Background: an optimization exercise with open tools, aiming at small area, a short achievable clock period and few clock cycles. Do not read the settings as production practice. Function was checked by simulation only, so behaviour that the tests miss may differ from the original. Power is estimated from default activity; no workload was simulated.

Design conv_engine, start of the top module:
module conv_engine(
    input         clk,
    input         reset,
    input         en_ctrl,
    output [15:0] s_addr,
    output [15:0] w_addr,
    output [15:0] b_addr,
    input  [7:0]  signal,
    input  [7:0]  weight,
    input  [7:0]  bias,
    output [15:0] save_addr,
    output [7:0]  convout,
    output        en_write,
    output        finish
);
Settings: LEC_CHECK=0, CAP_MARGIN=20, CORE_MARGIN=2, CORE_UTILIZATION=40, SLEW_MARGIN=20, TNS_END_PERCENT=30; clock period 10.0 ns.
standard.sh (not shown) runs the stock make flow with config.mk's settings and CLKGATE_MAP_FILE= SYNTH_SCRIPT=/design/flow/synth_recipe.tcl, a recipe that flattens the netlist after the stock synthesis.
==> flow/flow/run.sh <==
#!/bin/bash
set -uo pipefail
MARGIN=$(cat flow/margin 2>/dev/null || echo 7)
EXTRA=()
if [[ -f flow/extra ]]; then
    while IFS= read -r line; do
        [[ -n "$line" ]] && EXTRA+=("$line")
    done < flow/extra
fi
bash standard.sh "SETUP_SLACK_MARGIN=$MARGIN" \
    "BUFFER_PORTS_ARGS=-buffer_cell sky130_fd_sc_hd__buf_1" "${EXTRA[@]}" finish > run_make.log 2>&1
status=$?
tail -5 run_make.log
exit $status
==> flow/flow/extra <==
SKIP_REPAIR_TIE_FANOUT=1
==> flow/flow/margin <==
7
Testbench counts at the start, summed over its fixed seeds: cycles 4,137,219.
==> next run, changes <==
==> flow/flow/margin (replaced) <==
6.8
GPL_ROUTABILITY_DRIVEN = 1   (was unset)
GPL_TIMING_DRIVEN = 1   (was unset)
TNS_END_PERCENT = unset   (was 30)
Critical path depth stays the same. Setup slack loses 0.028 ns. Sequential cell count does not change.
==> next run, changes <==
==> flow/flow/run.sh (replaced) <==
#!/bin/bash
set -uo pipefail
MARGIN=$(cat flow/margin 2>/dev/null || echo 7)
bash standard.sh "SETUP_SLACK_MARGIN=$MARGIN" \
    "BUFFER_PORTS_ARGS=-buffer_cell sky130_fd_sc_hd__buf_1" finish > run_make.log 2>&1
status=$?
tail -5 run_make.log
exit $status
GPL_ROUTABILITY_DRIVEN = unset   (was 1)
GPL_TIMING_DRIVEN = unset   (was 1)
removed: flow/flow/extra
- The changed run finished clean
- non-clock buffer count climbs by 10
- global-route usage drops by 0.35 points
- synthesized area is unchanged
- cell area climbs by 0.96%
- hold slack is better by 0.0045 ns
- synthesized cell count is unchanged
- clock power drops by 3.2%
==> next run, changes <==
==> flow/flow/margin (replaced) <==
6.0
Effect:
- design area goes down by 2.0%
- final cell count drops by 1.2%
- sequential power barely changes
- utilization goes down by 0.90 points
- power increases by 2.4%
- hold slack stays flat
- combinational power stays flat
- die area does not change
- clock power came out higher by 11%
- worst setup slack gets worse by 0.50 ns
- wire length is lower by 1.9%
==> next run, changes <==
==> flow/flow/run.sh (replaced) <==
#!/bin/bash
set -uo pipefail
MARGIN=$(cat flow/margin 2>/dev/null || echo 7)
EXTRA=()
if [[ -f flow/extra ]]; then
    while IFS= read -r line; do
        [[ -n "$line" ]] && EXTRA+=("$line")
    done < flow/extra
fi
bash standard.sh "SETUP_SLACK_MARGIN=$MARGIN" \
    "BUFFER_PORTS_ARGS=-buffer_cell sky130_fd_sc_hd__buf_1" "${EXTRA[@]}" finish > run_make.log 2>&1
status=$?
tail -5 run_make.log
exit $status
==> flow/flow/extra (new file) <==
SKIP_REPAIR_TIE_FANOUT=1
==> flow/flow/margin (replaced) <==
6.8
GPL_TIMING_DRIVEN = 1   (was unset)
Result: The new run finished with timing, DRC and antenna clean. Hold slack degrades by 0.0041 ns. Global-route usage came out higher by 0.22 points. Non-clock buffer count came out higher by 11. Cell count came out lower by 0.50%.

---

conv_engine again, from the RTL that the note above started with.
Settings: LEC_CHECK=0, CAP_MARGIN=20, CORE_MARGIN=2, CORE_UTILIZATION=40, SLEW_MARGIN=20; clock period 10.0 ns.
==> flow/flow/run.sh <==
#!/bin/bash
set -uo pipefail
MARGIN=$(cat flow/margin 2>/dev/null || echo 7)
bash standard.sh "SETUP_SLACK_MARGIN=$MARGIN" \
    "BUFFER_PORTS_ARGS=-buffer_cell sky130_fd_sc_hd__buf_1" finish > run_make.log 2>&1
status=$?
tail -5 run_make.log
exit $status
==> flow/flow/margin <==
6.5
Testbench counts at the start, summed over its fixed seeds: cycles 4,137,219.
Next try:
==> flow/flow/margin (replaced) <==
7
Effect: The new run completed with no timing, DRC or antenna violations. Count of clock-buffer cells in the layout is higher by 4. Hold slack gets worse by 0.0033 ns. Final cell count increases by a few percent. Global-route usage stays flat. Design area rises by a few percent.
Next try:
==> flow/flow/run.sh (replaced) <==
#!/bin/bash
set -uo pipefail
MARGIN=$(cat flow/margin 2>/dev/null || echo 7)
PORTBUF=$(cat flow/portbuf 2>/dev/null || echo sky130_fd_sc_hd__buf_1)
EXTRA=()
if [[ -f flow/extra ]]; then
    while IFS= read -r line; do
        [[ -n "$line" ]] && EXTRA+=("$line")
    done < flow/extra
fi
bash standard.sh "SETUP_SLACK_MARGIN=$MARGIN" \
    "BUFFER_PORTS_ARGS=-buffer_cell $PORTBUF" "${EXTRA[@]}" finish > run_make.log 2>&1
status=$?
tail -5 run_make.log
exit $status
==> flow/flow/extra (new file) <==
SKIP_REPAIR_TIE_FANOUT=1
==> flow/flow/margin (replaced) <==
6.8
==> flow/flow/portbuf (new file) <==
sky130_fd_sc_hd__buf_2
Outcome:
- The new run finished clean
- area after synthesis does not change
- power fell by 1.2%
- utilization fell by 2.0 points
- global-route usage rose by 0.19 points
- combinational power barely changes
Next try:
==> flow/flow/run.sh (replaced) <==
#!/bin/bash
set -uo pipefail
MARGIN=$(cat flow/margin 2>/dev/null || echo 7)
bash standard.sh "SETUP_SLACK_MARGIN=$MARGIN" \
    "BUFFER_PORTS_ARGS=-buffer_cell sky130_fd_sc_hd__buf_1" finish > run_make.log 2>&1
status=$?
tail -5 run_make.log
exit $status
==> flow/flow/margin (replaced) <==
7.2
removed: flow/flow/extra
removed: flow/flow/portbuf
What happened: Maximum frequency grows by a few percent; critical path depth grows by 9; first-iteration DRC count grows by a quarter to a third; total power grows by a little under a tenth; die area does not change.

==> separate check: timing with driven ports <==
No port has a modelled driver above. Below, the same layouts with a new extraction and two added sets of constraints. Step 1: set_driving_cell puts a clkbuf_16 on clk and a buf_2 on each other input, an assumption about the parent block. Step 2 also shifts input and output timing later by t, the mid clock arrival at the registers, as if the neighbouring blocks saw the same clock. a / b / c = ideal ports / drivers / drivers and shift; a / b = the first two.
run | t, ns | slack for setup (ns) | hold WS [ns] | worst setup path after step 2 | worst data-port slew with drivers (ns)
the first run of note 1 | 0.490 | 6.931 / 6.879 / 6.685 | 0.436 / 0.436 / 0.436 | input to register | 0.04
the second run of note 1 | 0.486 | 6.904 / 6.853 / 6.690 | 0.434 / 0.434 / 0.434 | input to register | 0.04
the third run of note 1 | 0.478 | 6.899 / 6.867 / 6.729 | 0.439 / 0.439 / 0.439 | input to register | 0.04
the fourth run of note 1 | 0.477 | 6.395 / 6.395 / 6.395 | 0.438 / 0.438 / 0.438 | register to register | 0.04
the fifth run of note 1 | 0.486 | 6.904 / 6.853 / 6.690 | 0.434 / 0.434 / 0.434 | input to register | 0.04
the first run of note 2 | 0.476 | 6.670 / 6.670 / 6.670 | 0.438 / 0.438 / 0.438 | register to register | 0.04
the second run of note 2 | 0.474 | 7.013 / 6.979 / 6.711 | 0.435 / 0.435 / 0.435 | input to register | 0.03
the third run of note 2 | 0.480 | 6.905 / 6.853 / 6.673 | 0.436 / 0.436 / 0.436 | input to register | 0.04
the fourth run of note 2 | 0.486 | 6.988 / 6.988 / 6.940 | 0.436 / 0.436 / 0.436 | input to register | 0.04
After both steps every run listed still meets setup and hold. For the second run of note 2, which loses most, drivers alone change the setup slack by -0.034 ns; drivers and shift together by -0.302 ns.
